Context: an optimization exercise on an open-source flow, tuned for small area, a short achievable clock period and few clock cycles. The choices shown serve that exercise and are no tape-out recipe.
The RTL was checked by simulation tests, not by an equivalence proof against the original design.
Power is estimated from default activity; no workload was simulated.

== run A ==
==> flow/design.v (excerpt) <==
module SingleCycleCPU(
    input clk,
    input Reset,                  
    output [31:0] pc,
    input  [31:0] instr,
    output reg reg_we,
    output reg [4:0] reg_waddr,
    output reg [31:0] reg_wdata,
    output reg mem_we,
    output reg [5:0] mem_addr,
    output reg [31:0] mem_wdata,
    output reg halted
    );
Settings: LEC_CHECK=0, CAP_MARGIN=20, CORE_MARGIN=2, CORE_UTILIZATION=50, CTS_CLUSTER_DIAMETER=50, CTS_CLUSTER_SIZE=35, PLACE_DENSITY=0.65, SLEW_MARGIN=20; clock period 10.0 ns.
standard.sh (not shown) runs the stock make flow with config.mk's settings and CLKGATE_MAP_FILE= SYNTH_SCRIPT=/design/flow/synth_recipe.tcl, a recipe that flattens the netlist after the stock synthesis.
==> flow/flow/run.sh <==
#!/bin/bash
set -euo pipefail
cd "$(dirname "$0")/.."
bash standard.sh SETUP_SLACK_MARGIN=6.5 finish > make_finish.log 2>&1
Testbench counts of run A, summed over its fixed seeds: cycles 199,094.
Edits applied to the flow inputs when going from run A to run B:
Settings: CORE_UTILIZATION now 40, was 50; PLACE_DENSITY now 0.55, was 0.65.
==> comparison <==
Between run A and run B, clock-buffer cell count increased. Between run B and run A, the footprint of the multi-input gates is higher for run B. Re post-placement setup slack: run B is 0.27 ns down on run A. Run B does worse than run A on clock skew. Run A → run B: weighted congestion at the end of routability-driven global placement moved down; hold slack rose by 0.018 ns; sequential share of layout area went down by 1.3 points; leakage dissipation grew by 2.1%; shortest period the worst path allows decreased 0.12 ns. Across both runs, overall power after layout was higher for run B than for run A.
Setup changes, run B to run C
Settings: changing PLACE_DENSITY from 0.55 to 0.6; changing CORE_UTILIZATION from 40 to 45.
==> flow/flow/run.sh <==
#!/bin/bash
set -euo pipefail
cd "$(dirname "$0")/.."
bash standard.sh SETUP_SLACK_MARGIN=6.35 finish > make_finish.log 2>&1
## What came out
Taking run B as the reference point, the worst-case reg-to-reg path depth of run C falls by 3. Looking at final critical delay including setup and external delays across run C and run B, the one that comes out lower is run B. [compare] base=run B new=run C: detailed route wirelength on metal2 moved down; share of the final layout cell area in multi-input gates essentially unchanged; switching power as a share of total power closely matched the old numbers. Run C ends up with lower multi-input gate area in the final layout than run B does. Taking run B as the reference, in run C post-layout utilization of the core saw an increase; routed wire length saw a decrease.

---

Starting RTL as in the previous note.
export LEC_CHECK = 0
export CAP_MARGIN = 40
export CORE_MARGIN = 2
export CORE_UTILIZATION = 45
export CTS_CLUSTER_DIAMETER = 60
export CTS_CLUSTER_SIZE = 35
export PLACE_DENSITY = 0.6
export SLEW_MARGIN = 60
create_clock -name core_clock -period 10.0 [get_ports {clk}]
==> flow/flow/run.sh <==
#!/bin/bash
set -euo pipefail
cd "$(dirname "$0")/.."
bash standard.sh SETUP_SLACK_MARGIN=6.5 finish > make_finish.log 2>&1
The first run finished clean.
Testbench counts at the start, summed over its fixed seeds: cycles 199,094.
Next try:
--- a/flow/config.mk
+++ b/flow/config.mk
@@ -8 +8 @@
-export CAP_MARGIN = 40
+export CAP_MARGIN = 60
@@ -14 +14 @@
-export SLEW_MARGIN = 60
+export SLEW_MARGIN = 80
Outcome: The changed run finished clean; sequential share of layout area shrinks by 6.2 points; cell count climbs by 7.6%; design area increases by 12%; non-clock buffer count went up by 595.

---

onyx:
Starting RTL as in the previous note.
clock: 10.0 ns
lec_check: 0
cap_margin: 40
core_margin: 2
core_utilization: 45
cts_cluster_diameter: 50
cts_cluster_size: 35
place_density: 0.6
slew_margin: 60
Scripts as last shown in full above: flow/flow/run.sh
Looking at the reports, onyx completed the entire flow and the layout it produced met the timing, DRC and antenna checks.
Testbench counts of onyx, summed over its fixed seeds: cycles 199,094.
Modified inputs, zinc compared to onyx
==> flow/flow/run.sh <==
#!/bin/bash
set -euo pipefail
cd "$(dirname "$0")/.."
bash standard.sh SETUP_SLACK_MARGIN=6.8 finish > make_finish.log 2>&1
diff --git a/flow/config.mk b/flow/config.mk
--- a/flow/config.mk
+++ b/flow/config.mk
@@ -7,3 +7,3 @@
 export LEC_CHECK = 0
-export CAP_MARGIN = 40
+export CAP_MARGIN = 20
 export CORE_MARGIN = 2
@@ -13,2 +13,2 @@
 export PLACE_DENSITY = 0.6
-export SLEW_MARGIN = 60
+export SLEW_MARGIN = 20
==> run notes <==
In terms of post-route worst hold slack, onyx and zinc differ only marginally.
Summary: wire length of the first global-routing pass, zinc worse than onyx
From onyx to zinc the numbers moved as follows: via-per-instance ratio increased about 2%; clock-buffer cell count decreased 2.

---

Starting RTL as in the previous note.
Settings: LEC_CHECK=0, CAP_MARGIN=20, CORE_MARGIN=2, CORE_UTILIZATION=40, CTS_CLUSTER_DIAMETER=60, CTS_CLUSTER_SIZE=35, PLACE_DENSITY=0.55, SLEW_MARGIN=20; clock period 10.0 ns.
==> flow/flow/run.sh <==
#!/bin/bash
set -euo pipefail
cd "$(dirname "$0")/.."
bash standard.sh SETUP_SLACK_MARGIN=6.5 finish > make_finish.log 2>&1
The baseline finished clean.
Testbench counts at the start, summed over its fixed seeds: cycles 199,094.
==> next run, changes <==
- CORE_UTILIZATION: 40 -> 45
- CTS_CLUSTER_DIAMETER: 60 -> 50
- PLACE_DENSITY: 0.55 -> 0.6
The changed run completed without violations.
Setup slack is better by 0.034 ns.
Cell count is lower by 3.4%.
Clock power is higher by 7.7%.
Total power is higher by 2.5%.
Fmax is higher by 0.95%.
Routed wire length is lower by 3.5%.
Utilization is higher by 5.8 points.
Final area is lower by 0.34%.
Die area is lower by 11%.

## afterwards: timing with drivers on the ports
How much do the figures lean on ideal ports? The routed layouts below were timed once more, with nothing changed but the port constraints.
Step 1 assumes that a clkbuf_16 drives the clock port and a buf_2 every other input.
Step 2 also shifts input and output timing later by t, the mid clock arrival at the registers, as if the neighbouring blocks saw the same clock.
a / b / c = ideal ports / drivers / drivers and shift; a / b = the first two.
run | t (ns) | setup WS [ns] | clock arrival spread, ns | slew at the worst register clock pin (ns) | pins driven straight from the clock port
run A | 0.901 | 6.262 / 6.300 / 5.398 | 0.051 / 0.051 | 0.09 / 0.09 | 1
run B | 0.915 | 6.386 / 6.441 / 5.526 | 0.064 / 0.063 | 0.10 / 0.10 | 1
run C | 0.912 | 6.254 / 6.178 / 5.266 | 0.056 / 0.056 | 0.10 / 0.10 | 1
the first run of note 2 | 0.883 | 6.378 / 6.428 / 5.546 | 0.087 / 0.087 | 0.11 / 0.11 | 1
the second run of note 2 | 0.934 | 6.195 / 6.209 / 5.274 | 0.074 / 0.073 | 0.11 / 0.11 | 1
onyx | 0.896 | 6.383 / 6.426 / 5.530 | 0.060 / 0.060 | 0.09 / 0.09 | 1
zinc | 0.916 | 6.389 / 6.331 / 5.415 | 0.046 / 0.046 | 0.10 / 0.10 | 1
the first run of note 4 | 0.889 | 6.345 / 6.367 / 5.479 | 0.067 / 0.067 | 0.11 / 0.11 | 1
the second run of note 4 | 0.919 | 6.380 / 6.429 / 5.510 | 0.073 / 0.072 | 0.10 / 0.10 | 1
After both steps setup and hold are still met in every run listed. For run C, which loses most, drivers alone change the setup slack by -0.076 ns; drivers and shift together by -0.988 ns.
